Source: an optimization exercise on an open RTL-to-GDS flow (aim: small area and a short achievable clock period). Production flows keep margins and buffers that such runs may drop.

## the previous run
==> module fpu_s2, before the edit <==
module fpu_s2 (
    input  logic [15:0] a,
    input  logic [15:0] b,
    input  logic        op_mul,
    input  logic        op_sub,
    input  logic [14:0] sum,
    input  logic        gsel,
    input  logic [11:0] m0,
    input  logic [12:0] m1,
    input  logic        c8,
    input  logic        st,
    output logic [15:0] y
);
    logic sa, sb, sbx;
    logic [4:0] ea, eb, eg;
    logic a_e1, b_e1, a_nan, b_nan, a_inf, b_inf, a_0, b_0;
    logic sg;
    assign sa = a[15];
    assign sb = b[15];
    assign sbx = sb ^ op_sub;
    assign ea = a[14:10];
    assign eb = b[14:10];
    assign a_e1 = &ea;
    assign b_e1 = &eb;
    assign a_nan = a_e1 & (|a[9:0]);
    assign b_nan = b_e1 & (|b[9:0]);
    assign a_inf = a_e1 & ~(|a[9:0]);
    assign b_inf = b_e1 & ~(|b[9:0]);
    assign a_0 = ~(|ea);
    assign b_0 = ~(|eb);
    logic [3:0] nsh;
    logic [14:0] w;
    logic [5:0] exp_a;
    logic ru_a, ovf_a, unf_a, cancel;
    assign eg = gsel ? ea : eb;
    assign sg = gsel ? sa : sbx;
    always_comb begin
        nsh = 4'd12;
        for (int i = 2; i <= 14; i++)
            if (sum[i]) nsh = 4'(14 - i);
    end
    assign w = sum << nsh;
    assign exp_a = {1'b0, eg} + 6'd1 - {2'b00, nsh};
    assign ru_a = w[3] & (w[4] | w[2] | w[1] | w[0]);
    assign ovf_a = sum[14] & (eg == 5'd30);
    assign unf_a = {1'b0, nsh} > eg;
    assign cancel = sum == 15'd0;
    logic [13:0] prod;
    logic p21, rb, pn8, pn12, ru_m, carry_m, quirk, ovf_m, unf_m;
    logic [9:0] m;
    logic [5:0] x;
    logic [4:0] e_m;
    add14 uprod(.x({2'b01, m0}), .y({1'b0, m1}), .ci(c8), .s(prod), .co());
    assign p21 = prod[13];
    assign m    = p21 ? prod[12:3] : prod[11:2];
    assign rb   = p21 ? prod[2] : prod[1];
    assign pn8  = p21 ? prod[1] : prod[0];
    assign pn12 = p21 ? prod[5] : prod[4];
    assign ru_m = rb & (pn8 | st | pn12);
    assign carry_m = ru_m & (&m);
    assign x = {1'b0, ea} + {1'b0, eb} + {5'd0, p21};
    assign quirk = carry_m & (x >= 6'd30);
    assign ovf_m = ~quirk & (x >= 6'd46);
    assign unf_m = (x < 6'd15) | ((x == 6'd15) & ~carry_m);
    assign e_m = quirk ? 5'd14 : 5'(x - 6'd15);
    logic [14:0] pre, r15;
    logic ru, sgn, ovf, unf;
    assign pre = op_mul ? {e_m, m} : {exp_a[4:0], w[13:4]};
    assign ru  = op_mul ? ru_m : ru_a;
    inc15 uinc(.x(pre), .ci(ru), .s(r15));
    assign sgn = op_mul ? sa ^ sb : sg;
    assign ovf = op_mul ? ovf_m : ovf_a;
    assign unf = op_mul ? unf_m : unf_a;
    always_comb begin
        if (a_nan || b_nan)                               y = 16'hFFFF;
        else if (!op_mul && a_inf && b_inf && sa != sbx)  y = 16'hFFFF;
        else if (!op_mul && a_inf)                        y = a;
        else if (!op_mul && b_inf)                        y = {sbx, b[14:0]};
        else if (op_mul && (a_inf || b_inf))              y = {sa ^ sb, 15'h7C00};
        else if (!op_mul && a_0 && b_0)                   y = 16'd0;
        else if (!op_mul && a_0)                          y = {sbx, b[14:0]};
        else if (op_mul && (a_0 || b_0))                  y = 16'd0;
        else if (!op_mul && b_0)                          y = {sa ^ op_sub, a[14:0]};
        else if (!op_mul && cancel)                       y = 16'd0;
        else if (ovf)                                     y = {sgn, 15'h7C00};
        else if (unf)                                     y = {sgn, 15'h0000};
        else                                              y = {sgn, r15};
    end
endmodule
==> flow/config.mk <==
export PLATFORM = sky130hd
export DESIGN_NAME = top
export DESIGN_NICKNAME = top
export VERILOG_FILES = /design/flow/design.v
export SDC_FILE = /design/flow/constraint.sdc
export NUM_CORES = 4
export LEC_CHECK = 0
export CAP_MARGIN = 20
export CORE_MARGIN = 2
export CORE_UTILIZATION = 40
export SETUP_SLACK_MARGIN = 3.5
export SLEW_MARGIN = 20
export SYNTH_HIERARCHICAL = 1
export SYNTH_MINIMUM_KEEP_SIZE = 0
==> flow/constraint.sdc <==
create_clock -name core_clock -period 8.0 [get_ports {clock}]
set_input_delay 1.6000 -clock core_clock [delete_from_list [all_inputs] [get_ports {clock}]]
set_output_delay 1.6000 -clock core_clock [all_outputs]
set_load 0.01 [all_outputs]
run.sh (not shown) runs the stock make flow with config.mk's settings and CLKGATE_MAP_FILE= SYNTH_SCRIPT=/design/flow/synth_recipe.tcl, a recipe that flattens the netlist after the stock synthesis.
#### Input delta (the current run over the previous run)
==> flow/design.v, changed modules only <==
module fpu_s2 (
    input  logic [15:0] a,
    input  logic [15:0] b,
    input  logic        op_mul,
    input  logic        op_sub,
    input  logic [14:0] sum,
    input  logic        gsel,
    input  logic [11:0] m0,
    input  logic [12:0] m1,
    input  logic        c8,
    input  logic        st,
    output logic [15:0] y
);
    logic sa, sb, sbx;
    logic [4:0] ea, eb, eg;
    logic a_e1, b_e1, a_nan, b_nan, a_inf, b_inf, a_0, b_0;
    logic sg;
    assign sa = a[15];
    assign sb = b[15];
    assign sbx = sb ^ op_sub;
    assign ea = a[14:10];
    assign eb = b[14:10];
    assign a_e1 = &ea;
    assign b_e1 = &eb;
    assign a_nan = a_e1 & (|a[9:0]);
    assign b_nan = b_e1 & (|b[9:0]);
    assign a_inf = a_e1 & ~(|a[9:0]);
    assign b_inf = b_e1 & ~(|b[9:0]);
    assign a_0 = ~(|ea);
    assign b_0 = ~(|eb);
    logic [3:0] nsh;
    logic [14:0] w;
    logic [5:0] exp_a;
    logic ru_a, ovf_a, unf_a, cancel;
    assign eg = gsel ? ea : eb;
    assign sg = gsel ? sa : sbx;
    always_comb begin
        nsh = 4'd12;
        for (int i = 2; i <= 14; i++)
            if (sum[i]) nsh = 4'(14 - i);
    end
    assign w = sum << nsh;
    assign exp_a = {1'b0, eg} + 6'd1 - {2'b00, nsh};
    assign ru_a = w[3] & (w[4] | w[2] | w[1] | w[0]);
    assign ovf_a = sum[14] & (eg == 5'd30);
    assign unf_a = {1'b0, nsh} > eg;
    assign cancel = sum == 15'd0;
    logic [13:0] prod;
    logic p21, rb, pn8, pn12, ru_m, carry_m, quirk, ovf_m, unf_m;
    logic [9:0] m;
    logic [4:0] e_m;
    add14 uprod(.x({2'b01, m0}), .y({1'b0, m1}), .ci(c8), .s(prod), .co());
    assign p21 = prod[13];
    assign m    = p21 ? prod[12:3] : prod[11:2];
    assign rb   = p21 ? prod[2] : prod[1];
    assign pn8  = p21 ? prod[1] : prod[0];
    assign pn12 = p21 ? prod[5] : prod[4];
    assign ru_m = rb & (pn8 | st | pn12);
    assign carry_m = ru_m & (&m);
    logic [5:0] xe;
    logic [4:0] e0, e1;
    assign xe = {1'b0, ea} + {1'b0, eb};
    assign e0 = 5'(xe - 6'd15);
    assign e1 = 5'(xe - 6'd14);
    assign quirk = carry_m & (p21 ? xe >= 6'd29 : xe >= 6'd30);
    assign ovf_m = ~quirk & (p21 ? xe >= 6'd45 : xe >= 6'd46);
    assign unf_m = p21 ? (xe < 6'd14) | ((xe == 6'd14) & ~carry_m)
                       : (xe < 6'd15) | ((xe == 6'd15) & ~carry_m);
    assign e_m = quirk ? 5'd14 : (p21 ? e1 : e0);
    logic [14:0] pre, r15;
    logic ru, sgn, ovf, unf;
    assign pre = op_mul ? {e_m, m} : {exp_a[4:0], w[13:4]};
    assign ru  = op_mul ? ru_m : ru_a;
    inc15 uinc(.x(pre), .ci(ru), .s(r15));
    assign sgn = op_mul ? sa ^ sb : sg;
    assign ovf = op_mul ? ovf_m : ovf_a;
    assign unf = op_mul ? unf_m : unf_a;
    logic nan_r, inf_r, sel_a, sel_b, regular, sel_inf, sel_r, sgn_r;
    logic [14:0] mag;
    assign nan_r = a_nan | b_nan | (~op_mul & a_inf & b_inf & (sa ^ sbx));
    assign inf_r = ~nan_r & (a_inf | b_inf);
    assign sel_a = ~op_mul & ~a_0 & b_0 & ~nan_r & ~inf_r;
    assign sel_b = ~op_mul & a_0 & ~b_0 & ~nan_r & ~inf_r;
    assign regular = ~nan_r & ~inf_r & ~a_0 & ~b_0 & (op_mul | ~cancel);
    assign sel_inf = inf_r | (regular & ovf);
    assign sel_r = regular & ~ovf & ~unf;
    assign mag = ({15{nan_r}} & 15'h7FFF)
               | ({15{sel_inf}} & 15'h7C00)
               | ({15{sel_a}} & a[14:0])
               | ({15{sel_b}} & b[14:0])
               | ({15{sel_r}} & r15);
    assign sgn_r = nan_r
                 | (inf_r & (op_mul ? sa ^ sb : (a_inf ? sa : sbx)))
                 | (sel_a & (sa ^ op_sub))
                 | (sel_b & sbx)
                 | (regular & sgn);
    assign y = {sgn_r, mag};
endmodule
[compare] base=the previous run new=the current run: summed area of non-filler cells in the final layout grew by about 3.2%, synthesized cell count now smaller, utilization now sits higher.
On via density per instance, the lower figure sits with the previous run, not the current run.
Summary of the comparison: biggest cell delay along the critical path is lower in the current run, relative to the previous run.
Delta (the current run minus the previous run): TritonCTS sink count closely matched the old numbers, count of vias placed by the detailed router rose by 83, post-layout worst setup margin up 220 ps, number of ordinary and repair buffers in the finished layout moved up.
A launching instance or port of the critical path of m0[0] is what the previous run shows, while m1[0] belongs to the current run.
From the previous run to the current run the numbers moved as follows: total cell area at the placement stage went up by about 1%.
Function was not checked in any run of this note: the RTL went through the layout flow alone.

[static timing again, ports no longer ideal]
No port has a modelled driver above. Below, the same layouts with a new extraction and two added sets of constraints.
Step 1 assumes that a clkbuf_16 drives the clock port and a buf_2 every other input.
Step 2, shift: input delay + t, output delay - t, t = (earliest + latest rising clock arrival at the registers) / 2. This alone moves slack from input paths to output paths.
a / b / c = no drivers / after step 1 / after step 2; a / b = the first two.
| run | shift t [ns] | setup slack, ns | worst setup path at the end | worst register clock-pin slew, ns | worst slew at a driven data input, ns |
|---|---|---|---|---|---|
| the previous run | 0.406 | 3.277 / 3.277 / 3.254 | input to register | 0.08 / 0.08 | 0.03 |
| the current run | 0.402 | 3.497 / 3.497 / 3.345 | input to register | 0.08 / 0.08 | 0.03 |
After both steps every run listed still meets setup and hold. For the current run, which loses most, drivers alone change the setup slack by 0.000 ns; drivers and shift together by -0.152 ns.
